From an optimization exercise on the open Yosys and OpenROAD flow, aimed at small area; shortcuts taken in it are not production practice. Only simulation tests tie the RTL to the original design; equivalence was not proved. Power and IR drop assume default switching activity.

## flow/config.mk

```make
export PLATFORM = sky130hd
export DESIGN_NAME = PicosOmpSsManager
export DESIGN_NICKNAME = PicosOmpSsManager
export VERILOG_FILES = /design/flow/design.v
export SDC_FILE = /design/flow/constraint.sdc
export NUM_CORES = 4
export LEC_CHECK = 0
export CAP_MARGIN = 20
export CORE_MARGIN = 2
export CORE_UTILIZATION = 40
export PLACE_DENSITY = 0.6
export SLEW_MARGIN = 20
```

## flow/constraint.sdc

```tcl
create_clock -name core_clock -period 6.0 [get_ports {clk}]
set_input_delay 1.2000 -clock core_clock [delete_from_list [all_inputs] [get_ports {clk}]]
set_output_delay 1.2000 -clock core_clock [all_outputs]
set_load 0.01 [all_outputs]
```

## flow/design.v

```verilog
package OmpSsManager;
    localparam ENTRY_VALID_OFFSET = 63;
    localparam ENTRY_VALID_BYTE_OFFSET = 56;
    localparam DESTID_L = 40;
    localparam DESTID_H = 47;
    localparam COMPF_L = 32;
    localparam COMPF_H = 39;
    localparam CMD_TYPE_L = 0;
    localparam CMD_TYPE_H = 7;
    localparam NUM_ARGS_OFFSET = 8;
    localparam NUM_DEPS_OFFSET = 16;
    localparam NUM_COPS_OFFSET = 24;
    localparam TASK_SEQ_ID_L = 32;
    localparam TASK_SEQ_ID_H = 63;
    localparam EXEC_TASK_CODE_BYTE = 8'h1;
    localparam EXEC_TASK_CODE = 4'h1;
    localparam SETUP_HW_INST_CODE = 4'h2;
    localparam EXEC_PERI_TASK_CODE = 4'h5;
    localparam CMD_LOCK_CODE = 8'h04;
    localparam CMD_UNLOCK_CODE = 8'h06;
    localparam ARG_FLAG_L = 0;
    localparam ARG_FLAG_H = 7;
    localparam ARG_IDX_L = 32;
    localparam ARG_IDX_H = 35;
    localparam DEFAULT_ARG_FLAGS = 2'b11;
    localparam INSTREAM_COMPONENTS_L = 0;
    localparam INSTREAM_COMPONENTS_H = 31;
    localparam TYPE_B = 32;
    localparam ACK_REJECT_CODE = 8'h00;
    localparam ACK_OK_CODE = 8'h01;
    localparam ACK_FINAL_CODE = 8'h02;
    localparam HWR_CMDOUT_ID_BYTE = 8'h0;
    localparam HWR_CMDOUT_ID = 2'h0;
    localparam HWR_LOCK_ID = 2'h1;
    localparam HWR_NEWTASK_ID = 2'h2;
    localparam HWR_TASKWAIT_ID = 2'h3;
    localparam CMD_NEWTASK_ARCHBITS_FPGA_B = 32;  
    localparam CMD_NEWTASK_ARCHBITS_SMP_B = 33;  
    localparam SCHED_ARCHBITS_BITS = 2;
    localparam CMD_NEWTASK_ARCHBITS_L = 32;  
    localparam CMD_NEWTASK_ARCHBITS_H = 33;  
    localparam SCHED_TASKTYPE_BITS = 32;
    localparam CMD_NEWTASK_TASKTYPE_L = 0;  
    localparam CMD_NEWTASK_TASKTYPE_H = 31;  
    localparam SCHED_INSNUM_BITS = 8;
    localparam SCHED_INSNUM_ANY = 8'hFF;  
    localparam CMD_NEWTASK_INSNUM_L = 40;  
    localparam CMD_NEWTASK_INSNUM_H = 47;  
    localparam LOCK_ID_BITS = 8;
    localparam LOCK_ID_L = 8;
    localparam LOCK_ID_H = 15;
    localparam NDBGREGS = 2;
    typedef struct packed {
        logic [31:0] copy_in_opt;
        logic [31:0] copy_out_opt;
    } DbgRegs_t;
endpackage
module Command_In_copy_opt #(
    parameter SUBQUEUE_BITS = 6
) (
    input  clk,
    input  rstn,
    output logic [SUBQUEUE_BITS-1:0] cmdin_queue_addr,
    output logic cmdin_queue_en,
    output logic cmdin_queue_we,
    output logic [7:0] cmdin_queue_din,
    input  [63:0] cmdin_queue_dout,
    input  nz_args,
    input  start,
    output reg finished,
    input  [SUBQUEUE_BITS-1:0] first_idx,
    input  [SUBQUEUE_BITS-1:0] first_next_idx,
    input  exec_task
);
    typedef enum bit [2:0] {
        IDLE,
        READ_ARG_0,
        READ_ARG_1,
        READ_FLAG_0,
        READ_FLAG_1,
        WRITE_FLAG_0,
        WRITE_FLAG_1
    } State_t;
    State_t state;
    reg [SUBQUEUE_BITS-1:0] val_idx;
    reg [SUBQUEUE_BITS-1:0] nval_idx;
    reg [63:0] arg;         
    reg [1:0] flag_d;       
    wire [2:0] flag = {arg[7], arg[5], arg[4]};
    wire copyflag_bit = flag[0] & !flag_d[1] & !flag_d[0];
    wire next_side = state == READ_ARG_1 || state == READ_FLAG_1 || state == WRITE_FLAG_1;
    wire [SUBQUEUE_BITS-1:0] base_idx = next_side ? nval_idx : val_idx;
    wire last_arg = val_idx + 1'b1 == first_next_idx;
    always_comb begin
        cmdin_queue_en = state != IDLE;
        cmdin_queue_we = state == WRITE_FLAG_0 || state == WRITE_FLAG_1;
        cmdin_queue_addr = base_idx - (state != READ_ARG_0 && state != READ_ARG_1);
        cmdin_queue_din = arg[7:0];
        if (state == WRITE_FLAG_1) begin
            cmdin_queue_din[7] = !copyflag_bit & flag[0];
            cmdin_queue_din[5] = flag[1];
            cmdin_queue_din[4] = copyflag_bit;
        end else begin
            cmdin_queue_din[5] = flag[1] & !cmdin_queue_dout[5];
        end
    end
    always_ff @(posedge clk) begin
        finished <= 0;
        arg <= cmdin_queue_dout;
        flag_d <= {flag[2], flag[0]};
        case (state)
            IDLE: begin
                val_idx <= first_idx + (exec_task ? 6'd4 : 6'd5);
                nval_idx <= first_next_idx + (exec_task ? 6'd4 : 6'd5);
                if (start) begin
                    if (nz_args) begin
                        state <= READ_ARG_0;
                    end else begin
                        finished <= 1;
                    end
                end
            end
            READ_ARG_0: begin
                state <= READ_ARG_1;
            end
            READ_ARG_1: begin
                state <= READ_FLAG_0;
            end
            READ_FLAG_0: begin
                if (arg == cmdin_queue_dout) begin
                    state <= READ_FLAG_1;
                end else if (last_arg) begin
                    state <= IDLE;
                    finished <= 1;
                end else begin
                    state <= READ_ARG_0;
                    val_idx <= val_idx + 6'd2;
                    nval_idx <= nval_idx + 6'd2;
                end
            end
            READ_FLAG_1: begin
                state <= WRITE_FLAG_0;
            end
            WRITE_FLAG_0: begin
                state <= WRITE_FLAG_1;
            end
            WRITE_FLAG_1: begin
                val_idx <= val_idx + 6'd2;
                nval_idx <= nval_idx + 6'd2;
                if (last_arg) begin
                    state <= IDLE;
                    finished <= 1;
                end else begin
                    state <= READ_ARG_0;
                end
            end
            default: begin
            end
        endcase
        if (!rstn) begin
            state <= IDLE;
        end
    end
endmodule
import OmpSsManager::*;
module Command_In #(
    parameter MAX_ACCS = 16,
    parameter ACC_BITS = $clog2(MAX_ACCS),
    parameter SUBQUEUE_BITS = 6
) (
    input clk,
    input rstn,
    output logic [31:0] cmdin_queue_addr,
    output logic cmdin_queue_en,
    output logic [7:0] cmdin_queue_we,
    output logic [63:0] cmdin_queue_din,
    input  [63:0] cmdin_queue_dout,
    output [63:0] outStream_TDATA,
    output outStream_TVALID,
    input  outStream_TREADY,
    output [ACC_BITS-1:0] outStream_TDEST,
    output outStream_TLAST,
    input [ACC_BITS-1:0] acc_avail_wr_address,
    input acc_avail_wr
);
    typedef enum bit [3:0] {
        IDLE,
        GET_QUEUE_IDX,
        ISSUE_CMD_READ,
        CHECK_CMD_QUEUE,
        READ_NEXT_CMD,
        CHECK_NEXT_CMD,
        WAIT_COPY_OPT,
        SEND_CMD,
        CLEAR_HEADER,
        UPDATE_QUEUE_NEMPTY
    } State_t;
    State_t state;
    localparam ENTRY_BITS = SUBQUEUE_BITS+2;
    reg [MAX_ACCS-1:0][ENTRY_BITS-1:0] ring;
    reg first_lap;  
    reg [MAX_ACCS-1:0] acc_avail;
    reg acc_avail_reg;
    reg [ACC_BITS-1:0] acc_id;
    reg nz_args;
    reg exec_task;   
    reg setup_cmd;   
    reg [SUBQUEUE_BITS-1:0] first_next_idx;
    reg [SUBQUEUE_BITS-1:0] cmd_in_idx;
    wire [SUBQUEUE_BITS-1:0] subqueue_idx_cur = ring[0][SUBQUEUE_BITS-1:0];
    wire front_sent_cur = ring[0][SUBQUEUE_BITS];  
    wire copy_optimized_cur = ring[0][SUBQUEUE_BITS+1];  
    wire [5:0] cmdin_task_num_slots = (cmdin_queue_dout[3:0] == EXEC_TASK_CODE ? 6'd3 : 6'd4) + {1'b0, cmdin_queue_dout[NUM_ARGS_OFFSET+3:NUM_ARGS_OFFSET], 1'b0};
    wire [SUBQUEUE_BITS-1:0] copy_opt_addr;
    wire copy_opt_en;
    wire copy_opt_we;
    wire [7:0] copy_opt_din;
    reg copy_opt_start;
    wire copy_opt_finished;
    Command_In_copy_opt #(
        .SUBQUEUE_BITS(SUBQUEUE_BITS)
    ) copy_opt (
        .clk(clk),
        .rstn(rstn),
        .cmdin_queue_addr(copy_opt_addr),
        .cmdin_queue_en(copy_opt_en),
        .cmdin_queue_we(copy_opt_we),
        .cmdin_queue_din(copy_opt_din),
        .cmdin_queue_dout(cmdin_queue_dout),
        .nz_args(nz_args),
        .start(copy_opt_start),
        .finished(copy_opt_finished),
        .first_idx(subqueue_idx_cur),
        .first_next_idx(first_next_idx),
        .exec_task(exec_task)
    );
    assign outStream_TDEST = acc_id;
    assign outStream_TDATA = cmdin_queue_dout;
    assign outStream_TLAST = setup_cmd ? (cmd_in_idx[0] == subqueue_idx_cur[0]) : (cmd_in_idx == first_next_idx);
    assign outStream_TVALID = state == SEND_CMD;
    wire wait_opt = state == WAIT_COPY_OPT && !copy_opt_finished;
    always_comb begin
        cmdin_queue_addr = 32'd0;
        cmdin_queue_addr[3 + SUBQUEUE_BITS+ACC_BITS-1:3 + SUBQUEUE_BITS] = acc_id;
        cmdin_queue_addr[3 + SUBQUEUE_BITS-1:3] = cmd_in_idx;
        if (state == READ_NEXT_CMD) cmdin_queue_addr[3 + SUBQUEUE_BITS-1:3] = first_next_idx;
        if (state == CLEAR_HEADER) cmdin_queue_addr[3 + SUBQUEUE_BITS-1:3] = subqueue_idx_cur;
        if (wait_opt) cmdin_queue_addr[3 + SUBQUEUE_BITS-1:3] = copy_opt_addr;
        cmdin_queue_en = state == ISSUE_CMD_READ || state == READ_NEXT_CMD || state == CHECK_NEXT_CMD || state == CLEAR_HEADER
                      || (state == SEND_CMD && outStream_TREADY) || (state == WAIT_COPY_OPT && (copy_opt_finished || copy_opt_en));
        cmdin_queue_we = 8'd0;
        cmdin_queue_we[7] = (state == SEND_CMD && !outStream_TLAST) || state == CLEAR_HEADER;
        cmdin_queue_we[0] = wait_opt && copy_opt_we;
        cmdin_queue_din = {56'd0, copy_opt_din};
    end
    always_ff @(posedge clk) begin
        if (state == IDLE) begin
            for (int i = 1; i < MAX_ACCS-1; i = i+1) begin
                ring[i] <= ring[i+1];
            end
            ring[MAX_ACCS-1] <= ring[0];
            ring[0] <= first_lap ? {ENTRY_BITS{1'b0}} : ring[1];
            if (acc_id == MAX_ACCS-2) begin
                first_lap <= 1'b0;
            end
        end
        if (state == CLEAR_HEADER) begin
            ring[0] <= {2'b00, cmd_in_idx};
        end
        if (state == UPDATE_QUEUE_NEMPTY) begin
            ring[0][SUBQUEUE_BITS] <= 1'b1;
        end
        if (state == WAIT_COPY_OPT) begin
            ring[0][SUBQUEUE_BITS+1] <= 1'b1;
        end
        if (!rstn) begin
            first_lap <= 1'b1;
        end
    end
    wire next_valid_task = cmdin_queue_dout[ENTRY_VALID_OFFSET] && cmdin_queue_dout[0];
    always_ff @(posedge clk) begin
        copy_opt_start <= 0;
        case (state)
            IDLE: begin
                acc_id <= acc_id + 1'b1;
                state <= GET_QUEUE_IDX;
            end
            GET_QUEUE_IDX: begin
                acc_avail_reg <= acc_avail[acc_id];
                cmd_in_idx <= subqueue_idx_cur;
                if (!acc_avail[acc_id] && (!front_sent_cur || copy_optimized_cur)) begin
                    state <= IDLE;
                end else begin
                    state <= ISSUE_CMD_READ;
                end
            end
            ISSUE_CMD_READ: begin
                state <= CHECK_CMD_QUEUE;
            end
            CHECK_CMD_QUEUE: begin
                setup_cmd <= cmdin_queue_dout[3:0] == SETUP_HW_INST_CODE;
                exec_task <= cmdin_queue_dout[3:0] == EXEC_TASK_CODE;
                nz_args <= cmdin_queue_dout[NUM_ARGS_OFFSET+3:NUM_ARGS_OFFSET] != 0;
                first_next_idx <= cmd_in_idx + cmdin_task_num_slots;
                if (cmdin_queue_dout[ENTRY_VALID_OFFSET]) begin
                    state <= READ_NEXT_CMD;
                end else begin
                    state <= IDLE;
                end
            end
            READ_NEXT_CMD: begin
                if (front_sent_cur) begin
                    cmd_in_idx <= first_next_idx;
                end
                state <= CHECK_NEXT_CMD;
            end
            CHECK_NEXT_CMD, WAIT_COPY_OPT: begin
                if (state == CHECK_NEXT_CMD && !copy_optimized_cur && !setup_cmd && next_valid_task) begin
                    copy_opt_start <= 1;
                    state <= WAIT_COPY_OPT;
                end else if (state == CHECK_NEXT_CMD || copy_opt_finished) begin
                    if (!front_sent_cur) begin
                        cmd_in_idx <= cmd_in_idx + 1'b1;
                        state <= SEND_CMD;
                    end else if (acc_avail_reg) begin
                        state <= CLEAR_HEADER;
                    end else begin
                        state <= IDLE;
                    end
                end
            end
            SEND_CMD: begin
                if (outStream_TREADY) begin
                    if (outStream_TLAST) begin
                        if (setup_cmd) begin
                            state <= CLEAR_HEADER;
                        end else begin
                            state <= UPDATE_QUEUE_NEMPTY;
                        end
                    end else begin
                        cmd_in_idx <= cmd_in_idx + 1'b1;
                    end
                end
            end
            CLEAR_HEADER: begin
                state <= IDLE;
            end
            UPDATE_QUEUE_NEMPTY: begin
                acc_avail[acc_id] <= 0;
                state <= IDLE;
            end
            default: begin
            end
        endcase
        if (acc_avail_wr) begin
            acc_avail[acc_avail_wr_address] <= 1;
        end
        if (!rstn) begin
            state <= IDLE;
            acc_avail <= {MAX_ACCS{1'b1}};
            acc_id <= {ACC_BITS{1'b1}};
        end
    end
endmodule
import OmpSsManager::*;
module Command_Out #(
    parameter MAX_ACCS = 16,
    parameter ACC_BITS = $clog2(MAX_ACCS),
    parameter SUBQUEUE_BITS = 6
) (
    input clk,
    input rstn,
    output [31:0] cmdout_queue_addr,
    output cmdout_queue_en,
    output [7:0] cmdout_queue_we,
    output [63:0] cmdout_queue_din,
    input  [63:0] cmdout_queue_dout,
    input  [63:0] inStream_TDATA,
    input  inStream_TVALID,
    output inStream_TREADY,
    input  [ACC_BITS-1:0] inStream_TID,
    output reg [ACC_BITS-1:0] acc_id,
    output reg acc_avail_wr
);
    reg [2:0] st;
    wire r_READ_HEADER = st == 3'b000;
    wire r_READ_TID = st == 3'b001;
    wire r_READ_PTID = st == 3'b011;
    wire r_CMD_OUT_WAIT = st == 3'b010;
    wire r_WRITE_TID = st == 3'b110;
    wire r_WRITE_HEADER = st == 3'b100;
    reg [SUBQUEUE_BITS-2:0] wIdx_mem[MAX_ACCS];
    wire [SUBQUEUE_BITS-2:0] wIdx = wIdx_mem[acc_id];
    reg [62:0] task_id;  
    assign cmdout_queue_addr[31:3 + SUBQUEUE_BITS+ACC_BITS] = 0;
    assign cmdout_queue_addr[3 + SUBQUEUE_BITS+ACC_BITS-1:3 + SUBQUEUE_BITS] = acc_id;
    assign cmdout_queue_addr[3 + SUBQUEUE_BITS-1:4] = wIdx;
    assign cmdout_queue_addr[3] = st[2] & st[1];  
    assign cmdout_queue_addr[2:0] = 0;
    assign cmdout_queue_en = st[1] | st[2];
    assign cmdout_queue_we = {8{st[2]}};
    assign cmdout_queue_din[63] = !st[1];
    assign cmdout_queue_din[62:56] = st[1] ? task_id[62:56] : 7'd0;
    assign cmdout_queue_din[55:8] = task_id[55:8];
    assign cmdout_queue_din[7:0] = st[1] ? task_id[7:0] : 8'h03;
    assign inStream_TREADY = !st[2] & (st[0] | !st[1]);
    wire [SUBQUEUE_BITS-2:0] wIdx_wdata = (wIdx + 1'b1) & {(SUBQUEUE_BITS-1){rstn}};
    always_ff @(posedge clk) begin
        for (int i = 0; i < MAX_ACCS; i = i+1) begin
            if (!rstn || (r_WRITE_HEADER && acc_id == i)) begin
                wIdx_mem[i] <= wIdx_wdata;
            end
        end
    end
    always_ff @(posedge clk) begin
        acc_avail_wr <= r_READ_HEADER & inStream_TVALID;
        if (r_READ_HEADER) begin
            acc_id <= inStream_TID;
        end
        if (r_READ_TID) begin
            task_id <= inStream_TDATA[62:0];
        end
        case (st)
            3'b000: if (inStream_TVALID) st <= 3'b001;
            3'b001: if (inStream_TVALID) st <= 3'b011;
            3'b011: if (inStream_TVALID) st <= 3'b010;
            3'b010: if (!cmdout_queue_dout[ENTRY_VALID_OFFSET]) st <= 3'b110;
            3'b110: st <= 3'b100;
            3'b100: st <= 3'b000;
            default: st <= 3'b000;
        endcase
        if (!rstn) begin
            st <= 3'b000;
        end
    end
endmodule
module PicosOmpSsManager #(
    parameter MAX_ACCS = 16,
    parameter MAX_ACC_CREATORS = 16,
    parameter MAX_ACC_TYPES = 16,
    parameter CMDIN_SUBQUEUE_LEN = 64,
    parameter CMDOUT_SUBQUEUE_LEN = 64,
    parameter SPAWNIN_QUEUE_LEN = 1024,
    parameter SPAWNOUT_QUEUE_LEN = 1024,
    parameter LOCK_SUPPORT = 0,
    parameter ENABLE_SPAWN_QUEUES = 0,
    parameter AXILITE_INTF = 0,
    parameter ENABLE_TASK_CREATION = 0,
    parameter DBG_AVAIL_COUNT_EN = 0,
    parameter DBG_AVAIL_COUNT_W = 1,
    parameter [MAX_ACC_TYPES*8-1:0]  SCHED_COUNT = 0,
    parameter [MAX_ACC_TYPES*8-1:0]  SCHED_ACCID = 0,
    parameter [MAX_ACC_TYPES*32-1:0] SCHED_TTYPE = 0,
    parameter MAX_ARGS_PER_TASK = 15,
    parameter MAX_DEPS_PER_TASK = 8,
    parameter MAX_COPS_PER_TASK = 15,
    localparam ACC_BITS = $clog2(MAX_ACCS)
) (
    input  clk,
    input  rstn,
    input  cmdout_in_tvalid,
    output cmdout_in_tready,
    input  [ACC_BITS-1:0] cmdout_in_tid,
    input  [63:0] cmdout_in_tdata,
    output cmdin_out_tvalid,
    input  cmdin_out_tready,
    output [ACC_BITS-1:0] cmdin_out_tdest,
    output [63:0] cmdin_out_tdata,
    output cmdin_out_tlast,
    output cmdin_queue_en,
    output [7:0] cmdin_queue_we,
    output [31:0] cmdin_queue_addr,
    output [63:0] cmdin_queue_din,
    input  [63:0] cmdin_queue_dout,
    output cmdout_queue_en,
    output [7:0] cmdout_queue_we,
    output [31:0] cmdout_queue_addr,
    output [63:0] cmdout_queue_din,
    input  [63:0] cmdout_queue_dout
);
    localparam CMDIN_SUBQUEUE_BITS = $clog2(CMDIN_SUBQUEUE_LEN);
    localparam CMDOUT_SUBQUEUE_BITS = $clog2(CMDOUT_SUBQUEUE_LEN);
    wire Command_Out_acc_avail_wr;
    wire [ACC_BITS-1:0] Command_Out_acc_id;
    Command_In #(
        .MAX_ACCS(MAX_ACCS),
        .SUBQUEUE_BITS(CMDIN_SUBQUEUE_BITS)
    ) Command_In_I (
        .clk(clk),
        .rstn(rstn),
        .cmdin_queue_addr(cmdin_queue_addr),
        .cmdin_queue_en(cmdin_queue_en),
        .cmdin_queue_we(cmdin_queue_we),
        .cmdin_queue_din(cmdin_queue_din),
        .cmdin_queue_dout(cmdin_queue_dout),
        .outStream_TDATA(cmdin_out_tdata),
        .outStream_TVALID(cmdin_out_tvalid),
        .outStream_TREADY(cmdin_out_tready),
        .outStream_TDEST(cmdin_out_tdest),
        .outStream_TLAST(cmdin_out_tlast),
        .acc_avail_wr_address(Command_Out_acc_id),
        .acc_avail_wr(Command_Out_acc_avail_wr)
    );
    Command_Out #(
        .MAX_ACCS(MAX_ACCS),
        .SUBQUEUE_BITS(CMDOUT_SUBQUEUE_BITS)
    ) Command_Out_I (
        .clk(clk),
        .rstn(rstn),
        .cmdout_queue_addr(cmdout_queue_addr),
        .cmdout_queue_en(cmdout_queue_en),
        .cmdout_queue_we(cmdout_queue_we),
        .cmdout_queue_din(cmdout_queue_din),
        .cmdout_queue_dout(cmdout_queue_dout),
        .inStream_TDATA(cmdout_in_tdata),
        .inStream_TVALID(cmdout_in_tvalid),
        .inStream_TREADY(cmdout_in_tready),
        .inStream_TID(cmdout_in_tid),
        .acc_id(Command_Out_acc_id),
        .acc_avail_wr(Command_Out_acc_avail_wr)
    );
endmodule
```

## flow/flow/run.sh

```bash
#!/bin/bash
# Standard ORFS layout with four changes:
#  - synthesis maps with an area-oriented abc script (flow/synth.tcl, flow/abc_area_nf.script);
#    everything else in it is synth_recipe.tcl, so the registers are the standard synthesis's;
#  - port buffers use the smallest buffer cell (buf_1);
#  - one tie cell drives all constant outputs (no tie fan-out repair);
#  - clock tree from clkbuf_4 in small sink clusters, without dummy loads.
set -euo pipefail
here=$(pwd)
export MY_ABC_SCRIPT="$here/flow/abc_area_nf.script"
export BUFFER_PORTS_ARGS="-buffer_cell sky130_fd_sc_hd__buf_1"
export SKIP_REPAIR_TIE_FANOUT=1
export CTS_ARGS="-sink_clustering_enable -repair_clock_nets -buf_list sky130_fd_sc_hd__clkbuf_4 -sink_clustering_size 8 -sink_clustering_max_diameter 50 -dont_use_dummy_load"
bash standard.sh "SYNTH_SCRIPT=$here/flow/synth.tcl" "BUFFER_PORTS_ARGS=$BUFFER_PORTS_ARGS" SKIP_REPAIR_TIE_FANOUT=1 "CTS_ARGS=$CTS_ARGS" finish > standard.log 2>&1
```

## flow/flow/abc_area_nf.script

```
&get -n
&st
&fraig -x
&st
&dch -f
&nf -a -p -R 1000 -F 8 -A 8 -C 32
&put
```

## flow/flow/synth.tcl

```tcl
# The standard flow's synthesis script (synth_recipe.tcl) with one change: abc maps with
# flow/abc_area_nf.script (area-oriented mapping, no buffering or upsizing).
proc synth {args} { yosys synth -nofsm -noshare {*}$args }
proc abc {args} {
  set i [lsearch $args -script]
  if { $i >= 0 } { lset args [expr {$i + 1}] $::env(MY_ABC_SCRIPT) }
  yosys abc {*}$args
}
source $::env(SCRIPTS_DIR)/synth.tcl
# left out here: clear keep_hierarchy, flatten, clean up, hide names made inside functions, write 1_2_yosys.v
```

## flow/standard.sh

```bash
#!/bin/bash
# synth_recipe.tcl (not shown) runs the flow's synth.tcl, then flattens the netlist and writes it again
# the make line also repeats each setting of config.mk as NAME=value (left out here)
make -C /OpenROAD-flow-scripts/flow DESIGN_CONFIG=/design/flow/config.mk WORK_HOME=/design/flow/orfs CLKGATE_MAP_FILE= SYNTH_SCRIPT=/design/flow/synth_recipe.tcl "${@:-finish}"
```

==> results of run 1 <==
[per-layer routing]
| layer | up-vias | global-route usage (%) | part of all wire [%] |
|---|---|---|---|
| met5 | - | 0 | 0.033 |
| met4 | 2 | 5.61 | 2.5 |
| met3 | 76 | 4.10 | 7.1 |
| met2 | 342 | 26.9 | 47 |
| met1 | 4822 | 21.7 | 43 |
| li1 | 4704 | - | - |
[power groups by stage]
| stage | clock [uW] | sequential [uW] | combinational, uW |
|---|---|---|---|
| 2_1_floorplan | 0 | 4620 | 1370 |
| 3_5_place_dp | 0 | 4750 | 1770 |
| 3_3_place_gp | 0 | 4720 | 1720 |
| 5_1_grt | 1470 | 4800 | 1970 |
| 6_report | 1310 | 4690 | 1760 |
| 4_1_cts | 1380 | 4700 | 1770 |
[placed cells by master (no fill, tap or decap), types with 5 or more instances in the layout]
cell type,synthesis,routed
sky130_fd_sc_hd__and2_0,29,29
sky130_fd_sc_hd__nand2_1,93,93
sky130_fd_sc_hd__nor2b_1,8,8
sky130_fd_sc_hd__a22oi_1,8,8
sky130_fd_sc_hd__and3_1,10,10
sky130_fd_sc_hd__buf_1,0,309
sky130_fd_sc_hd__nand3_1,45,45
sky130_fd_sc_hd__nand4_1,36,36
sky130_fd_sc_hd__a222oi_1,19,19
sky130_fd_sc_hd__clkbuf_4,0,58
sky130_fd_sc_hd__buf_4,235,10
sky130_fd_sc_hd__mux2i_1,6,6
sky130_fd_sc_hd__xnor2_1,96,96
sky130_fd_sc_hd__nand2b_1,5,5
sky130_fd_sc_hd__a211oi_1,6,6
sky130_fd_sc_hd__nor4_1,9,7
sky130_fd_sc_hd__nor2_1,30,29
sky130_fd_sc_hd__xor2_1,18,18
sky130_fd_sc_hd__clkinv_1,27,27
sky130_fd_sc_hd__a21oi_1,33,31
sky130_fd_sc_hd__o21ai_0,66,66
sky130_fd_sc_hd__nor3_1,11,10
sky130_fd_sc_hd__ha_1,30,30
sky130_fd_sc_hd__dfxtp_1,102,102
sky130_fd_sc_hd__mux4_2,5,5
sky130_fd_sc_hd__edfxtp_1,301,301
[worst max-delay path by stage]
stage                             from                             end  cells after the start
6_report       Command_Out_I.acc_id[0]            cmdout_queue_addr[8]                      7
5_1_grt        Command_Out_I.acc_id[0]            cmdout_queue_addr[4]                      7
4_1_cts        Command_Out_I.acc_id[0]            cmdout_queue_addr[4]                      7
3_5_place_dp       cmdin_queue_dout[0]  Command_In_I.first_next_idx[5]                      7
3_3_place_gp   Command_Out_I.acc_id[0]   Command_Out_I.wIdx_mem[10][4]                      9
2_1_floorplan    Command_In_I.state[3]            Command_In_I.ring[0]                      3
[final cells by class]
type,instances,area [sq um],share of cell area (%)
sequential,403,11100,62.6
inverter,27,101,0.573
clock buffer,58,435,2.46
multi-input combinational,613,4160,23.5
timing repair buffer,320,1240,7.01
tap,539,674,3.81
antenna,2,5.00,0.0283
[cell families (layout without fill, tap and decap cells)]
group,count (synthesis),after routing,synth area share [%]
adder cells (fa/ha/maj),33,33,2.55
other,1,3,0.0220
AO/OA/AOI/OAI,162,162,6.04
XOR/XNOR,114,114,5.85
multiplexers,12,12,1.08
flip-flops,403,403,64.9
buffers and inverters,262,405,10.9
AND/OR/NAND/NOR,291,291,8.58
[through the flow]
stage               hold WS, ps  instance area (sq um)  power, uW
floorplan                   364                  17100       5990
global route                306                  17700       8240
detailed placement          380                  17200       6520
CTS                         297                  17700       7850
finish                      311                  17700       7750
global placement            377                  17200       6450
==> impl_metrics.prom, run 1 <==
# TYPE chip_impl_metric gauge
chip_impl_metric{name="dr.first_iter.drc_count",unit=""} 681
chip_impl_metric{name="vias_per_cell",unit=""} 5.07
chip_impl_metric{name="r2r.worst_path.cells",unit=""} 9
chip_impl_metric{name="layout.filler_cells",unit=""} 3969
chip_impl_metric{name="synth.avg_cell_area",unit="sq um"} 13.4
chip_impl_info{name="worst-setup-path-type",value="flip-flop to output port"} 1
chip_impl_metric{name="worst_skew_pair.late_latency",unit="ps"} 800
chip_impl_metric{name="die_height",unit="um"} 211
chip_impl_info{name="largest_registers",value="Command_In_I.ring x128, Command_Out_I.wIdx_mem x80, Command_In_I.copy_opt.arg x64"} 1
chip_impl_info{name="synthTopCellsByArea",value="sky130_fd_sc_hd__edfxtp_1 53%, sky130_fd_sc_hd__dfxtp_1 12%, sky130_fd_sc_hd__buf_4 10%"} 1
chip_impl_metric{name="cts_made_buffers",unit=""} 58
chip_impl_metric{name="port_buffer_count",unit=""} 310
chip_impl_metric{name="hold-path-cell-count",unit=""} 0
chip_impl_metric{name="half_perimeter_wire_length_of_the_detailed_placement_result",unit="um"} 26500
chip_impl_info{name="registers.top_by_ff_count",value="Command_In_I.ring"} 1
chip_impl_info{name="rsz_0062_raised_after_global_routing",value="false"} 1
chip_impl_metric{name="clock_path_buffers",unit=""} 3
chip_impl_metric{name="clock_sinks",unit=""} 403
chip_impl_metric{name="finalCritPeriodShare",unit="%"} 75.0
chip_impl_metric{name="drt_wl_total",unit="um"} 36900
chip_impl_metric{name="clock_tree.htree_level_count",unit=""} 2
chip_impl_metric{name="power.share.sequential",unit="%"} 60.4
chip_impl_metric{name="final_tns_setup",unit="ps"} 0
chip_impl_metric{name="synth_warnings",unit=""} 4
chip_impl_metric{name="pwr-share-comb",unit="%"} 22.7
chip_impl_metric{name="synth_enable_flop_cells",unit=""} 301
chip_impl_metric{name="routed_wire_length_per_instance",unit="um"} 18.8
chip_impl_metric{name="vdd_drop_max",unit="V"} 0.000302
chip_impl_metric{name="first_global_vias",unit=""} 9829
chip_impl_metric{name="grt_pass1_wl",unit="um"} 56200
chip_impl_metric{name="p_int",unit="uW"} 5230
chip_impl_metric{name="fin_ws",unit="ps"} 1500
chip_impl_metric{name="placedCellCount",unit=""} 1901
chip_impl_metric{name="ys_seq_elements",unit=""} 403
chip_impl_metric{name="final-max-slew-violation-count",unit=""} 0
chip_impl_metric{name="proportion_of_total_power_due_to_net_switching",unit="%"} 32.5
chip_impl_info{name="cts_tree",value="done"} 1
chip_impl_metric{name="nets",unit=""} 1656
chip_impl_metric{name="finalWorstPathRequiredPeriod",unit="ps"} 4500
chip_impl_metric{name="total_number_of_vias",unit=""} 9946
chip_impl_metric{name="post_cts_resized",unit=""} 0
chip_impl_info{name="yosys.area.top_type",value="sky130_fd_sc_hd__edfxtp_1"} 1
chip_impl_info{name="run_status",value="complete, no violations"} 1
chip_impl_info{name="clock_tree.root_cell",value="sky130_fd_sc_hd__clkbuf_4"} 1
chip_impl_metric{name="synthArstFlopShare",unit="%"} 0
chip_impl_metric{name="floorplan.rows",unit=""} 75
chip_impl_metric{name="grtUsageTotal",unit="%"} 16.5
chip_impl_metric{name="core-area",unit="sq um"} 42000
chip_impl_info{name="holdCritPathClass",value="flip-flop to flip-flop"} 1
chip_impl_metric{name="hold_buffers",unit=""} 0
chip_impl_metric{name="share_clk_of_total_power",unit="%"} 16.9
chip_impl_metric{name="tightestPinTransition",unit="ps"} 1030
chip_impl_metric{name="synth.lib_cells_used.distinct",unit=""} 51
chip_impl_metric{name="finClkSkew",unit="ps"} 118
chip_impl_metric{name="gpl.final_weighted_congestion",unit=""} 0.849
chip_impl_info{name="most_used_standard_cell_by_instance_count_after_synthesis",value="sky130_fd_sc_hd__edfxtp_1"} 1
chip_impl_info{name="list_of_cells_traversed_by_the_critical_path",value="clkinv_1 -> ha_1 -> and2_0 -> a222oi_1 -> nand4_1 -> o22a_1 -> buf_1"} 1
chip_impl_metric{name="worst_path_required_time",unit="ps"} 4800
chip_impl_metric{name="initial_core_utilization",unit="%"} 40.6
chip_impl_metric{name="finish.utilization",unit="%"} 42.1
chip_impl_info{name="crit_slowest_cell",value="sky130_fd_sc_hd__a222oi_1"} 1
chip_impl_metric{name="synth_top_area_share",unit="%"} 53.0
chip_impl_metric{name="pre_cts_slack",unit="ps"} 2020
chip_impl_metric{name="max_ffs_per_register",unit=""} 128
chip_impl_info{name="rr_endpoint",value="Command_Out_I.wIdx_mem[4][4]"} 1
chip_impl_metric{name="timing.max_cap.violations",unit=""} 0
chip_impl_metric{name="area_growth_syn_to_layout",unit="%"} 3.74
chip_impl_metric{name="globalRouteOverflowTotal",unit=""} 0
chip_impl_metric{name="die_w",unit="um"} 211
chip_impl_info{name="dominantRegCellSynth",value="sky130_fd_sc_hd__edfxtp_1"} 1
chip_impl_metric{name="finalHoldViolCount",unit=""} 0
chip_impl_metric{name="layout-drive-gt1-share",unit="%"} 5.70
chip_impl_metric{name="io_pins",unit=""} 481
chip_impl_info{name="worst_r2r_startpoint",value="Command_Out_I.acc_id[0]"} 1
chip_impl_metric{name="drt.antenna.violating_nets",unit=""} 0
chip_impl_metric{name="timing.fmax",unit="MHz"} 222
chip_impl_metric{name="post_synthesis_sequential_area_ratio",unit="%"} 64.9
chip_impl_metric{name="finish.cell_count_without_fillers",unit=""} 1962
chip_impl_info{name="worstHoldEndpoint",value="Command_In_I.ring[10]"} 1
chip_impl_metric{name="antenna_found_initial",unit=""} 4
chip_impl_info{name="timing.critical_path.to_type",value="output port"} 1
chip_impl_metric{name="netlist_instances",unit=""} 1278
chip_impl_metric{name="drt_pass1_iterations",unit=""} 6
chip_impl_metric{name="report.final.setup_viol",unit=""} 0
chip_impl_metric{name="cellLeakagePower",unit="uW"} 0.00592
chip_impl_metric{name="synthesis.area",unit="sq um"} 17100
chip_impl_info{name="path_delay_family",value="compound AO/OA/AOI/OAI gates"} 1
chip_impl_metric{name="grt_max_degree",unit=""} 107
chip_impl_metric{name="post-cts-setup-buffers",unit=""} 0
chip_impl_info{name="netlist_top_cells_count",value="301 x sky130_fd_sc_hd__edfxtp_1, 235 x sky130_fd_sc_hd__buf_4, 102 x sky130_fd_sc_hd__dfxtp_1, 96 x sky130_fd_sc_hd__xnor2_1, 93 x sky130_fd_sc_hd__nand2_1"} 1
chip_impl_metric{name="cp.arrival",unit="ps"} 3300
chip_impl_info{name="worstSetupStartpointType",value="flip-flop"} 1
chip_impl_metric{name="maximum_fanout_along_the_worst_path",unit=""} 8
chip_impl_metric{name="max-slew-margin-rel",unit="%"} 31.2
chip_impl_metric{name="clk_transition_reported_paths",unit="ps"} 100
chip_impl_metric{name="pwr_density_cell",unit="nW/um^2"} 438
chip_impl_metric{name="p_switching",unit="uW"} 2520
chip_impl_metric{name="die-area",unit="sq um"} 44300
chip_impl_metric{name="worst-path-buf-inv",unit=""} 2
chip_impl_metric{name="drt_drc_violations_left",unit=""} 0
chip_impl_metric{name="synthesis.nets",unit=""} 1511
chip_impl_metric{name="slowest_delay",unit="ps"} 550
chip_impl_info{name="min-delay-start",value="Command_In_I.ring[18]"} 1
chip_impl_metric{name="rrSetupSlack",unit="ps"} 2240
==> inputs of run 2 (changes only) <==
--- a/flow/flow/run.sh
+++ b/flow/flow/run.sh
@@ -11,4 +11,4 @@
 export BUFFER_PORTS_ARGS="-buffer_cell sky130_fd_sc_hd__buf_1"
 export SKIP_REPAIR_TIE_FANOUT=1
-export CTS_ARGS="-sink_clustering_enable -repair_clock_nets -buf_list sky130_fd_sc_hd__clkbuf_4 -sink_clustering_size 8 -sink_clustering_max_diameter 50 -dont_use_dummy_load"
+export CTS_ARGS="-sink_clustering_enable -repair_clock_nets -buf_list sky130_fd_sc_hd__clkbuf_4 -sink_clustering_size 9 -sink_clustering_max_diameter 50 -dont_use_dummy_load"
 bash standard.sh "SYNTH_SCRIPT=$here/flow/synth.tcl" "BUFFER_PORTS_ARGS=$BUFFER_PORTS_ARGS" SKIP_REPAIR_TIE_FANOUT=1 "CTS_ARGS=$CTS_ARGS" finish > standard.log 2>&1
==> flow/flow/abc_area_nf.script (replaced) <==
&get -n
&st
&fraig -x
&st
&dch -f
&nf -a -R 1000
&put
==> run 2 against run 1 <==
Still clean on timing, DRC and antenna. Sequential cell count unchanged. Critical endpoint is now cmdin_queue_addr[8]. Sequential power about the same. Sequential share of layout area increased by 0.14 points. Synthesized cell count increased by 0.94%. Non-clock buffer count decreased by 1. Global-route usage decreased by 0.72 points. Area after synthesis about the same. Highest routed layer unchanged. Cell count increased by 0.36%. First-iteration DRC count decreased by 10%. Largest cell class unchanged. Design area decreased by 0.23%. Combinational power increased by 2%.
==> impl_metrics.prom, run 2 <==
# TYPE chip_impl_metric gauge
chip_impl_metric{name="dr.first_iter.drc_count",unit=""} 611
chip_impl_info{name="cts_tree",value="done"} 1
chip_impl_metric{name="report.final.setup_viol",unit=""} 0
chip_impl_metric{name="netlist_instances",unit=""} 1290
chip_impl_metric{name="worst_path_required_time",unit="ps"} 4800
chip_impl_metric{name="multi_input_comb_area",unit="sq um"} 4170
chip_impl_metric{name="drt_pass1_iterations",unit=""} 5
chip_impl_info{name="synth_top_family_by_area",value="buffers and inverters"} 1
chip_impl_info{name="list_of_cells_traversed_by_the_critical_path",value="clkinv_1 -> nor3_1 -> nor2_1 -> mux2i_1 -> ha_1 -> nand3_1 -> nand3b_1 -> xnor2_1 -> o22ai_1 -> buf_1"} 1
chip_impl_metric{name="finClkSkew",unit="ps"} 71.2
chip_impl_metric{name="clock_sinks",unit=""} 403
chip_impl_metric{name="fin_total_pwr",unit="uW"} 7760
chip_impl_metric{name="max_ffs_per_register",unit=""} 128
chip_impl_info{name="most_used_standard_cell_by_instance_count_after_synthesis",value="sky130_fd_sc_hd__edfxtp_1"} 1
chip_impl_metric{name="routed_wire_length_per_instance",unit="um"} 17.8
chip_impl_metric{name="synthesis.area",unit="sq um"} 17100
chip_impl_metric{name="drt_wl_total",unit="um"} 35100
chip_impl_metric{name="finalHoldViolCount",unit=""} 0
chip_impl_info{name="worstSetupStartpointType",value="flip-flop"} 1
chip_impl_metric{name="area_growth_syn_to_layout",unit="%"} 3.45
chip_impl_metric{name="io_pins",unit=""} 481
chip_impl_metric{name="pwr_density_cell",unit="nW/um^2"} 439
chip_impl_metric{name="clk_transition_reported_paths",unit="ps"} 120
chip_impl_metric{name="finalWorstPathRequiredPeriod",unit="ps"} 4440
chip_impl_metric{name="die_height",unit="um"} 211
chip_impl_info{name="path_delay_family",value="simple AND/OR/NAND/NOR gates"} 1
chip_impl_info{name="holdCritPathClass",value="flip-flop to flip-flop"} 1
chip_impl_metric{name="timing.hold.ws",unit="ps"} 380
chip_impl_metric{name="synth.avg_cell_area",unit="sq um"} 13.2
chip_impl_metric{name="ys_seq_elements",unit=""} 403
chip_impl_metric{name="synth_compound_gate_area_share",unit="%"} 5.97
chip_impl_info{name="rsz_0062_raised_after_global_routing",value="false"} 1
chip_impl_metric{name="drt.antenna.violating_nets",unit=""} 0
chip_impl_metric{name="initial_core_utilization",unit="%"} 40.6
chip_impl_metric{name="nets",unit=""} 1662
chip_impl_metric{name="layout.filler_cells",unit=""} 3957
chip_impl_metric{name="timing.fmax",unit="MHz"} 225
chip_impl_metric{name="cts_made_buffers",unit=""} 53
chip_impl_metric{name="finalCritPeriodShare",unit="%"} 73.9
chip_impl_metric{name="max-slew-margin-rel",unit="%"} 33.7
chip_impl_metric{name="maximum_fanout_along_the_worst_path",unit=""} 10
chip_impl_info{name="worst-setup-path-type",value="flip-flop to output port"} 1
chip_impl_metric{name="sequential_cell_area",unit="sq um"} 11100
chip_impl_info{name="run_status",value="complete, no violations"} 1
chip_impl_metric{name="tightestPinTransition",unit="ps"} 991
chip_impl_metric{name="synth_warnings",unit=""} 4
chip_impl_info{name="clock_tree.root_cell",value="sky130_fd_sc_hd__clkbuf_4"} 1
chip_impl_metric{name="half_perimeter_wire_length_of_the_detailed_placement_result",unit="um"} 25300
chip_impl_metric{name="post_synth_and_or_nand_nor_area_fraction",unit="%"} 8.69
chip_impl_metric{name="final_tns_setup",unit="ps"} 0
chip_impl_metric{name="hold_buffers",unit=""} 0
chip_impl_metric{name="core-area",unit="sq um"} 42000
chip_impl_metric{name="vdd_drop_max",unit="V"} 0.000433
chip_impl_metric{name="floorplan.rows",unit=""} 75
chip_impl_metric{name="synthXorXnorAreaFrac",unit="%"} 5.95
chip_impl_info{name="yosys.area.top_type",value="sky130_fd_sc_hd__edfxtp_1"} 1
chip_impl_metric{name="grtUsageTotal",unit="%"} 15.8
chip_impl_metric{name="slowest_delay",unit="ps"} 520
chip_impl_metric{name="grt_max_degree",unit=""} 107
chip_impl_info{name="netlist_top_cells_count",value="301 x sky130_fd_sc_hd__edfxtp_1, 235 x sky130_fd_sc_hd__buf_4, 102 x sky130_fd_sc_hd__dfxtp_1, 97 x sky130_fd_sc_hd__xnor2_1, 82 x sky130_fd_sc_hd__nand2_1"} 1
chip_impl_metric{name="clock_path_buffers",unit=""} 3
chip_impl_info{name="timing.critical_path.to_type",value="output port"} 1
chip_impl_metric{name="post-cts-setup-buffers",unit=""} 0
chip_impl_metric{name="die_w",unit="um"} 211
chip_impl_metric{name="synthMuxAreaShare",unit="%"} 1.00
chip_impl_metric{name="synth_top_area_share",unit="%"} 52.9
chip_impl_metric{name="layout-drive-gt1-share",unit="%"} 5.19
chip_impl_info{name="largest_registers",value="Command_In_I.ring x128, Command_Out_I.wIdx_mem x80, Command_In_I.copy_opt.arg x64"} 1
chip_impl_info{name="dominantRegCellSynth",value="sky130_fd_sc_hd__edfxtp_1"} 1
chip_impl_metric{name="globalRouteOverflowTotal",unit=""} 0
chip_impl_info{name="crit_slowest_cell",value="sky130_fd_sc_hd__dfxtp_1"} 1
chip_impl_metric{name="vias_per_cell",unit=""} 5.04
chip_impl_metric{name="port_buffer_count",unit=""} 310
chip_impl_metric{name="placedCellCount",unit=""} 1913
chip_impl_metric{name="timing.max_cap.violations",unit=""} 0
chip_impl_metric{name="post_synthesis_adder_cell_area_fraction",unit="%"} 2.55
chip_impl_metric{name="finish.utilization",unit="%"} 42.0
chip_impl_metric{name="worst_skew_pair.late_latency",unit="ps"} 770
chip_impl_info{name="layout_commonest_cell",value="sky130_fd_sc_hd__buf_1"} 1
chip_impl_metric{name="post_synthesis_sequential_area_ratio",unit="%"} 64.9
chip_impl_info{name="synthTopCellsByArea",value="sky130_fd_sc_hd__edfxtp_1 53%, sky130_fd_sc_hd__dfxtp_1 12%, sky130_fd_sc_hd__buf_4 10%"} 1
chip_impl_metric{name="grt_pass1_wl",unit="um"} 53800
chip_impl_info{name="registers.top_by_ff_count",value="Command_In_I.ring"} 1
chip_impl_metric{name="cp.arrival",unit="ps"} 3240
chip_impl_metric{name="worst-path-buf-inv",unit=""} 2
chip_impl_metric{name="finish.cell_count_without_fillers",unit=""} 1969
chip_impl_metric{name="synthesis.nets",unit=""} 1523
chip_impl_metric{name="die-area",unit="sq um"} 44300
chip_impl_metric{name="synthArstFlopShare",unit="%"} 0
chip_impl_metric{name="synth.lib_cells_used.distinct",unit=""} 48
chip_impl_metric{name="total_number_of_vias",unit=""} 9928
chip_impl_metric{name="synth_enable_flop_cells",unit=""} 301
chip_impl_metric{name="gpl.final_weighted_congestion",unit=""} 0.864
chip_impl_metric{name="cellLeakagePower",unit="uW"} 0.00592
chip_impl_metric{name="post_cts_resized",unit=""} 0
chip_impl_metric{name="clock_tree.htree_level_count",unit=""} 2
chip_impl_metric{name="antenna_found_initial",unit=""} 5
chip_impl_info{name="most-common-layout-cells",value="309 x sky130_fd_sc_hd__buf_1, 301 x sky130_fd_sc_hd__edfxtp_1, 102 x sky130_fd_sc_hd__dfxtp_1, 97 x sky130_fd_sc_hd__xnor2_1, 82 x sky130_fd_sc_hd__nand2_1"} 1
chip_impl_metric{name="final-max-slew-violation-count",unit=""} 0
chip_impl_metric{name="drt_drc_violations_left",unit=""} 0
chip_impl_metric{name="first_global_vias",unit=""} 9756
==> run 2: changes by cell type in the layout (fill, tap and decap cells not counted), sizes merged, moves of 3 or more <==
cell,change
a21boi,-3
a21oi,+3
a222oi,-10
a22oi,+14
clkbuf,-5
nand2,-11
nand3,+4
nand4,+3
nor2,+15
o211ai,+3
o22ai,+3
==> run 2: logic make-up after synthesis <==
logic type	count (synthesis)
AO/OA/AOI/OAI	167
multiplexers	12
XOR/XNOR	116
flip-flops	403
buffers and inverters	261
adder cells (fa/ha/maj)	33
AND/OR/NAND/NOR	297
other	1
==> run 2: through the flow <==
step	worst slack [ps]	area, sq um
floorplan	642	17100
global placement	2200	17200
detailed placement	2130	17200
CTS	1340	17600
global route	1300	17700
finish	1560	17700
==> run 2: metal layers <==
layer  global-route usage, %  vias to the layer above  wire length [um]
met5                       0                        -                27
li1                        -                     4737                 -
met4                    5.93                        4              1070
met3                    3.75                       74              2500
met2                    26.2                      395             16800
met1                    20.2                     4718             14700
==> run 2: path summary, 6_finish.rpt <==
path	from	end	slack [ps]	depth (start not counted)
setup / recovery	Command_In_I.copy_opt.state[2]	cmdin_queue_addr[8]	1560	10
hold / removal	Command_In_I.ring[46]	Command_In_I.ring[38]	380	0
setup reg to reg	Command_Out_I.acc_id[1]	Command_Out_I.wIdx_mem[2][1]	2320	9
hold reg to reg	Command_In_I.ring[46]	Command_In_I.ring[38]	380	0
==> run 2: final cells by class <==
cell class / instances / share of cell area [%]
inverters: 26 / 0.553
well taps: 539 / 3.82
clock buffers: 53 / 2.25
multi-input cells: 626 / 23.6
flip-flops and latches: 403 / 62.7
diodes: 3 / 0.0425
repair buffers: 319 / 6.98
==> run 2: power breakdown <==
group | switching, uW | internal (uW) | total, uW
registers | 471 | 4240 | 4710
logic | 1210 | 593 | 1800
clock network | 839 | 404 | 1240
==> inputs of run 3 (changes only) <==
--- a/flow/flow/run.sh
+++ b/flow/flow/run.sh
@@ -11,4 +11,4 @@
 export BUFFER_PORTS_ARGS="-buffer_cell sky130_fd_sc_hd__buf_1"
 export SKIP_REPAIR_TIE_FANOUT=1
-export CTS_ARGS="-sink_clustering_enable -repair_clock_nets -buf_list sky130_fd_sc_hd__clkbuf_4 -sink_clustering_size 9 -sink_clustering_max_diameter 50 -dont_use_dummy_load"
+export CTS_ARGS="-sink_clustering_enable -repair_clock_nets -buf_list sky130_fd_sc_hd__clkbuf_4 -sink_clustering_size 9 -sink_clustering_max_diameter 70 -dont_use_dummy_load"
 bash standard.sh "SYNTH_SCRIPT=$here/flow/synth.tcl" "BUFFER_PORTS_ARGS=$BUFFER_PORTS_ARGS" SKIP_REPAIR_TIE_FANOUT=1 "CTS_ARGS=$CTS_ARGS" finish > standard.log 2>&1
==> run 3 against run 2 <==
First-iteration DRC count rose by 10%. Count of clock-buffer cells in the layout fell by 3. Largest power group unchanged. Non-clock buffer count did not move. Still clean. Critical path depth fell by 1. Highest routed layer unchanged. Worst setup slack got worse by 32 ps. Hold slack got worse by 21 ps. Via count barely moved.
==> impl_metrics.prom, run 3 <==
# TYPE chip_impl_metric gauge
chip_impl_info{name="largest_registers",value="Command_In_I.ring x128, Command_Out_I.wIdx_mem x80, Command_In_I.copy_opt.arg x64"} 1
chip_impl_metric{name="synthesis.nets",unit=""} 1523
chip_impl_metric{name="vdd_drop_max",unit="V"} 0.000431
chip_impl_metric{name="die_height",unit="um"} 211
chip_impl_metric{name="clk_transition_reported_paths",unit="ps"} 120
chip_impl_metric{name="proportion_of_total_power_due_to_net_switching",unit="%"} 32.7
chip_impl_info{name="rr_endpoint",value="Command_Out_I.wIdx_mem[6][1]"} 1
chip_impl_metric{name="max-slew-margin-rel",unit="%"} 32.9
chip_impl_metric{name="routed_wire_length_per_instance",unit="um"} 18.0
chip_impl_metric{name="drt.antenna.violating_nets",unit=""} 0
chip_impl_info{name="crit_path_frequent_cell",value="sky130_fd_sc_hd__ha_1"} 1
chip_impl_metric{name="timing.fmax",unit="MHz"} 224
chip_impl_info{name="holdCritPathClass",value="flip-flop to flip-flop"} 1
chip_impl_info{name="synthTopCellsByArea",value="sky130_fd_sc_hd__edfxtp_1 53%, sky130_fd_sc_hd__dfxtp_1 12%, sky130_fd_sc_hd__buf_4 10%"} 1
chip_impl_info{name="worstHoldEndpoint",value="Command_In_I.ring[70]"} 1
chip_impl_metric{name="finalCritPeriodShare",unit="%"} 74.5
chip_impl_metric{name="cellLeakagePower",unit="uW"} 0.00591
chip_impl_metric{name="die-area",unit="sq um"} 44300
chip_impl_metric{name="timing.max_cap.violations",unit=""} 0
chip_impl_metric{name="netlist_instances",unit=""} 1290
chip_impl_info{name="timing.critical_path.to_type",value="output port"} 1
chip_impl_metric{name="port_buffer_count",unit=""} 310
chip_impl_info{name="registers.top_by_ff_count",value="Command_In_I.ring"} 1
chip_impl_info{name="cts_tree",value="done"} 1
chip_impl_metric{name="synth_enable_flop_cells",unit=""} 301
chip_impl_metric{name="p_switching",unit="uW"} 2540
chip_impl_metric{name="gpl.final_weighted_congestion",unit=""} 0.864
chip_impl_metric{name="finalWorstPathRequiredPeriod",unit="ps"} 4470
chip_impl_info{name="path_delay_family",value="simple AND/OR/NAND/NOR gates"} 1
chip_impl_metric{name="die_w",unit="um"} 211
chip_impl_info{name="run_status",value="complete, no violations"} 1
chip_impl_metric{name="drt_drc_violations_left",unit=""} 0
chip_impl_metric{name="max_ffs_per_register",unit=""} 128
chip_impl_metric{name="pre_cts_slack",unit="ps"} 2130
chip_impl_metric{name="synthesis.area",unit="sq um"} 17100
chip_impl_metric{name="hold-path-cell-count",unit=""} 0
chip_impl_metric{name="worst_path_required_time",unit="ps"} 4800
chip_impl_metric{name="hold_buffers",unit=""} 0
chip_impl_metric{name="layout-drive-gt1-share",unit="%"} 4.99
chip_impl_metric{name="clock_tree.htree_level_count",unit=""} 2
chip_impl_metric{name="vias_per_cell",unit=""} 5.04
chip_impl_info{name="crit_slowest_cell",value="sky130_fd_sc_hd__dfxtp_1"} 1
chip_impl_info{name="list_of_cells_traversed_by_the_critical_path",value="clkinv_1 -> nor3_1 -> nor2_1 -> mux2i_1 -> ha_1 -> ha_1 -> xor2_1 -> o21ai_0 -> buf_1"} 1
chip_impl_metric{name="post-cts-setup-buffers",unit=""} 0
chip_impl_info{name="worst-setup-path-type",value="flip-flop to output port"} 1
chip_impl_metric{name="fin_ws",unit="ps"} 1530
chip_impl_metric{name="synth.lib_cells_used.distinct",unit=""} 48
chip_impl_info{name="netlist_top_cells_count",value="301 x sky130_fd_sc_hd__edfxtp_1, 235 x sky130_fd_sc_hd__buf_4, 102 x sky130_fd_sc_hd__dfxtp_1, 97 x sky130_fd_sc_hd__xnor2_1, 82 x sky130_fd_sc_hd__nand2_1"} 1
chip_impl_metric{name="final_tns_setup",unit="ps"} 0
chip_impl_metric{name="worst-path-buf-inv",unit=""} 2
chip_impl_metric{name="area_growth_syn_to_layout",unit="%"} 3.35
chip_impl_metric{name="ys_seq_elements",unit=""} 403
chip_impl_metric{name="r2r.worst_path.cells",unit=""} 9
chip_impl_metric{name="rrSetupSlack",unit="ps"} 2340
chip_impl_metric{name="cts_made_buffers",unit=""} 50
chip_impl_metric{name="drt_pass1_iterations",unit=""} 5
chip_impl_metric{name="pwr_density_cell",unit="nW/um^2"} 439
chip_impl_info{name="dominantRegCellSynth",value="sky130_fd_sc_hd__edfxtp_1"} 1
chip_impl_metric{name="antenna_found_initial",unit=""} 6
chip_impl_metric{name="slowest_delay",unit="ps"} 510
chip_impl_metric{name="grtUsageTotal",unit="%"} 15.9
chip_impl_metric{name="synth_top_area_share",unit="%"} 52.9
chip_impl_info{name="yosys.area.top_type",value="sky130_fd_sc_hd__edfxtp_1"} 1
chip_impl_metric{name="io_pins",unit=""} 481
chip_impl_info{name="most-common-layout-cells",value="309 x sky130_fd_sc_hd__buf_1, 301 x sky130_fd_sc_hd__edfxtp_1, 102 x sky130_fd_sc_hd__dfxtp_1, 97 x sky130_fd_sc_hd__xnor2_1, 82 x sky130_fd_sc_hd__nand2_1"} 1
chip_impl_metric{name="core-area",unit="sq um"} 42000
chip_impl_metric{name="clock_sinks",unit=""} 403
chip_impl_metric{name="drt_wl_total",unit="um"} 35500
chip_impl_metric{name="clock_path_buffers",unit=""} 3
chip_impl_metric{name="globalRouteOverflowTotal",unit=""} 0
chip_impl_info{name="clock_tree.root_cell",value="sky130_fd_sc_hd__clkbuf_4"} 1
chip_impl_metric{name="share_clk_of_total_power",unit="%"} 15.9
chip_impl_metric{name="cp.arrival",unit="ps"} 3270
chip_impl_metric{name="floorplan.rows",unit=""} 75
chip_impl_metric{name="worst_skew_pair.late_latency",unit="ps"} 800
chip_impl_metric{name="total_number_of_vias",unit=""} 9923
chip_impl_metric{name="tightestPinTransition",unit="ps"} 1000
chip_impl_metric{name="final-max-slew-violation-count",unit=""} 0
chip_impl_metric{name="synthArstFlopShare",unit="%"} 0
chip_impl_metric{name="report.final.setup_viol",unit=""} 0
chip_impl_info{name="layout_commonest_cell",value="sky130_fd_sc_hd__buf_1"} 1
chip_impl_metric{name="dr.first_iter.drc_count",unit=""} 675
chip_impl_metric{name="pwr-share-comb",unit="%"} 23.3
chip_impl_metric{name="grt_pass1_wl",unit="um"} 54000
chip_impl_metric{name="nets",unit=""} 1659
chip_impl_metric{name="initial_core_utilization",unit="%"} 40.6
chip_impl_metric{name="first_global_vias",unit=""} 9824
chip_impl_info{name="worst_r2r_startpoint",value="Command_Out_I.acc_id[1]"} 1
chip_impl_metric{name="half_perimeter_wire_length_of_the_detailed_placement_result",unit="um"} 25300
chip_impl_info{name="worstSetupStartpointType",value="flip-flop"} 1
chip_impl_metric{name="p_int",unit="uW"} 5220
chip_impl_metric{name="synth_warnings",unit=""} 4
chip_impl_metric{name="power.share.sequential",unit="%"} 60.8
chip_impl_info{name="most_used_standard_cell_by_instance_count_after_synthesis",value="sky130_fd_sc_hd__edfxtp_1"} 1
chip_impl_metric{name="maximum_fanout_along_the_worst_path",unit=""} 10
chip_impl_metric{name="post_synthesis_sequential_area_ratio",unit="%"} 64.9
chip_impl_metric{name="grt_max_degree",unit=""} 107
chip_impl_metric{name="synth.avg_cell_area",unit="sq um"} 13.2
chip_impl_metric{name="finalHoldViolCount",unit=""} 0
chip_impl_info{name="rsz_0062_raised_after_global_routing",value="false"} 1
chip_impl_metric{name="finClkSkew",unit="ps"} 68.0
chip_impl_info{name="min-delay-start",value="Command_In_I.ring[78]"} 1
chip_impl_metric{name="post_cts_resized",unit=""} 0
-- run 3: cell counts after synthesis --
Identical to the previous run, type by type.
-- run 3: per-layer routing --
layer / GRT usage (%) / up-vias / wire length, um
li1: - / 4715 / -
met1: 20.2 / 4747 / 14900
met2: 26.2 / 372 / 17000
met3: 3.83 / 85 / 2410
met4: 6.17 / 4 / 1140
met5: 0 / - / 21
-- run 3: worst max path at each step --
stage | cells past startpoint | end | slack [ps] | from
4_1_cts | 7 | cmdin_queue_addr[3] | 1340 | Command_In_I.state[2]
5_1_grt | 10 | cmdin_queue_addr[7] | 1290 | Command_In_I.copy_opt.state[2]
3_5_place_dp | 11 | Command_Out_I.wIdx_mem[13][4] | 2130 | Command_Out_I.acc_id[1]
6_report | 9 | cmdin_queue_addr[5] | 1530 | Command_In_I.copy_opt.state[2]
3_3_place_gp | 7 | cmdin_queue_addr[3] | 2200 | Command_In_I.state[2]
2_1_floorplan | 3 | Command_In_I.ring[0] | 640 | Command_In_I.state[3]
-- run 3: stage by stage --
stage / hold slack, ps / cell area, sq um / power (uW) / util [%] / instances
6_report: 358 / 17600 / 7750 / 42.0 / 1968
5_1_grt: 367 / 17600 / 8240 / 42.0 / 1966
4_1_cts: 338 / 17600 / 7850 / 41.9 / 1963
3_5_place_dp: 378 / 17200 / 6590 / 41.0 / 1913
3_3_place_gp: 373 / 17200 / 6530 / 41.0 / 1913
2_1_floorplan: 364 / 17100 / 6060 / - / 1290
-- run 3: cell type report --
cell class,count,area (sq um)
antenna,5,12.5
multi-input combinational,626,4170
tap,539,674
clock buffer,50,375
inverter,26,97.6
fill,3946,24400
timing repair buffer,319,1230
sequential,403,11100
-- run 3: cell families after synthesis --
group,count (synthesis),synth area share [%]
AOI/OAI and AO/OA,167,5.97
xor gates and xnor gates,116,5.95
adders and majority gates,33,2.55
buffers and inverters,261,10.9
DFF,403,64.9
muxes,12,1.00
other,1,0.0220
and+or+nand+nor,297,8.69
-- run 3: power by group through the flow --
stage                     sequential [uW]  combinational, uW  clock (uW)
after floorplan                      4650               1400           0
after global placement               4760               1780           0
after detailed placement             4780               1810           0
after CTS                            4730               1820        1300
after global routing                 4830               2030        1380
final                                4710               1810        1230
==> inputs of run 4 (changes only) <==
--- a/flow/config.mk
+++ b/flow/config.mk
@@ -6,7 +6,7 @@
 export NUM_CORES = 4
 export LEC_CHECK = 0
-export CAP_MARGIN = 20
+export CAP_MARGIN = 5
 export CORE_MARGIN = 2
 export CORE_UTILIZATION = 40
 export PLACE_DENSITY = 0.6
-export SLEW_MARGIN = 20
+export SLEW_MARGIN = 5
==> run 4 against run 3 <==
Critical endpoint is now cmdin_queue_addr[3]. Die area unchanged. First-iteration DRC count fell by 12%. Sequential cell count unchanged. Still clean on timing, DRC and antenna.
==> impl_metrics.prom, run 4 <==
# TYPE chip_impl_metric gauge
chip_impl_metric{name="post_synthesis_sequential_area_ratio",unit="%"} 64.9
chip_impl_metric{name="layout-drive-gt1-share",unit="%"} 4.71
chip_impl_metric{name="vias_per_cell",unit=""} 5.04
chip_impl_metric{name="finalCritPeriodShare",unit="%"} 77.5
chip_impl_metric{name="final_tns_setup",unit="ps"} 0
chip_impl_metric{name="half_perimeter_wire_length_of_the_detailed_placement_result",unit="um"} 25300
chip_impl_info{name="worstHoldEndpoint",value="Command_In_I.ring[70]"} 1
chip_impl_metric{name="post-cts-setup-buffers",unit=""} 0
chip_impl_metric{name="synth_warnings",unit=""} 4
chip_impl_metric{name="drt_pass1_iterations",unit=""} 5
chip_impl_metric{name="die_height",unit="um"} 211
chip_impl_info{name="timing.critical_path.to_type",value="output port"} 1
chip_impl_info{name="rr_endpoint",value="Command_Out_I.wIdx_mem[6][4]"} 1
chip_impl_metric{name="tightestPinTransition",unit="ps"} 1130
chip_impl_metric{name="netlist_instances",unit=""} 1290
chip_impl_info{name="yosys.area.top_type",value="sky130_fd_sc_hd__edfxtp_1"} 1
chip_impl_metric{name="vdd_drop_max",unit="V"} 0.000431
chip_impl_metric{name="synth_enable_flop_cells",unit=""} 301
chip_impl_metric{name="antenna_found_initial",unit=""} 6
chip_impl_info{name="cts_tree",value="done"} 1
chip_impl_info{name="worstSetupStartpointType",value="flip-flop"} 1
chip_impl_metric{name="drt_drc_violations_left",unit=""} 0
chip_impl_metric{name="hold-path-cell-count",unit=""} 0
chip_impl_info{name="run_status",value="complete, no violations"} 1
chip_impl_metric{name="gpl.final_weighted_congestion",unit=""} 0.864
chip_impl_metric{name="first_global_vias",unit=""} 9824
chip_impl_info{name="min-delay-start",value="Command_In_I.ring[78]"} 1
chip_impl_metric{name="drt.antenna.violating_nets",unit=""} 0
chip_impl_info{name="clock_tree.root_cell",value="sky130_fd_sc_hd__clkbuf_4"} 1
chip_impl_metric{name="die_w",unit="um"} 211
chip_impl_info{name="layout_commonest_cell",value="sky130_fd_sc_hd__buf_1"} 1
chip_impl_metric{name="synthesis.area",unit="sq um"} 17100
chip_impl_metric{name="r2r.worst_path.cells",unit=""} 11
chip_impl_metric{name="maximum_fanout_along_the_worst_path",unit=""} 11
==> run 4: worst max-delay path by stage <==
| stage | to | slack, ps | cells past startpoint |
|---|---|---|---|
| CTS | cmdin_queue_addr[3] | 1340 | 7 |
| finish | cmdin_queue_addr[3] | 1350 | 7 |
| detailed placement | Command_Out_I.wIdx_mem[13][4] | 2130 | 11 |
| floorplan | Command_In_I.ring[0] | 640 | 3 |
| global route | cmdin_queue_addr[3] | 890 | 7 |
| global placement | cmdin_queue_addr[3] | 2200 | 7 |
==> run 4: cell families (layout without fill, tap and decap cells) <==
logic type	after synthesis	in the layout	share of synthesized area [%]
other	1	6	0.0220
adder cells (fa/ha/maj)	33	33	2.55
multiplexers	12	12	1.00
XOR/XNOR	116	116	5.95
buffers and inverters	261	395	10.9
AO/OA/AOI/OAI	167	167	5.97
flip-flops	403	403	64.9
AND/OR/NAND/NOR	297	297	8.69
==> run 4: metal layers <==
metal	track usage (%)	wire [um]	up-vias
met3	3.83	2430	91
li1	-	-	4715
met1	20.2	14800	4733
met5	0	21	-
met2	26.2	16900	369
met4	6.17	1240	4
==> run 4: stage by stage <==
step | worst slack (ps) | instance area [sq um]
3_3_place_gp | 2200 | 17200
3_5_place_dp | 2130 | 17200
4_1_cts | 1340 | 17600
2_1_floorplan | 642 | 17100
5_1_grt | 890 | 17600
6_report | 1350 | 17600
==> run 4: worst max-delay path, stage by stage, from the launching register on <==
cell                       delay, ps
sky130_fd_sc_hd__dfxtp_1         590
sky130_fd_sc_hd__nand2b_1        330
sky130_fd_sc_hd__nor3_1          920
sky130_fd_sc_hd__nand2_1         210
sky130_fd_sc_hd__a21oi_1         190
sky130_fd_sc_hd__a211oi_1         60
sky130_fd_sc_hd__a21oi_1         240
sky130_fd_sc_hd__buf_1           180
==> run 4: area by class of cell <==
cell class              instances  area share [%]
multi-input cells             626            23.6
inverters                      26           0.554
well taps                     539            3.83
repair buffers                319            6.99
clock buffers                  50            2.13
diodes                          5          0.0710
flip-flops and latches        403            62.8
==> run 4: where the power goes <==
part	internal, uW	switching, uW
Combinational	591	1210
Clock	382	848
Sequential	4240	473
Total	5220	2530

## port drivers added, routing unchanged
In the flow no input, the clock included, has a driving cell. The finished layouts below were timed again as built, in two steps.
Step 1, drivers: a clkbuf_16 drives clk and a buf_2 each remaining input, both assumed.
Step 2 moves the port delays by t, midway between the first and last clock arrival at a register: inputs arrive t later, outputs are due t later. That takes back most of the time a late clock gives input paths.
Slacks: no drivers / after step 1 / after step 2; pairs: no drivers / after step 1.
run	shift t [ns]	setup WS [ns]	worst hold slack (ns)	worst data-port slew with drivers (ns)
run 1	0.795	1.502 / 1.452 / 2.134	0.311 / 0.311 / 0.311	0.08
run 2	0.791	1.564 / 1.515 / 2.293	0.380 / 0.380 / 0.380	0.10
run 3	0.815	1.533 / 1.480 / 2.295	0.358 / 0.358 / 0.358	0.09
run 4	0.810	1.351 / 1.299 / 2.109	0.353 / 0.353 / 0.353	0.10
After both steps setup and hold are still met in every run listed.
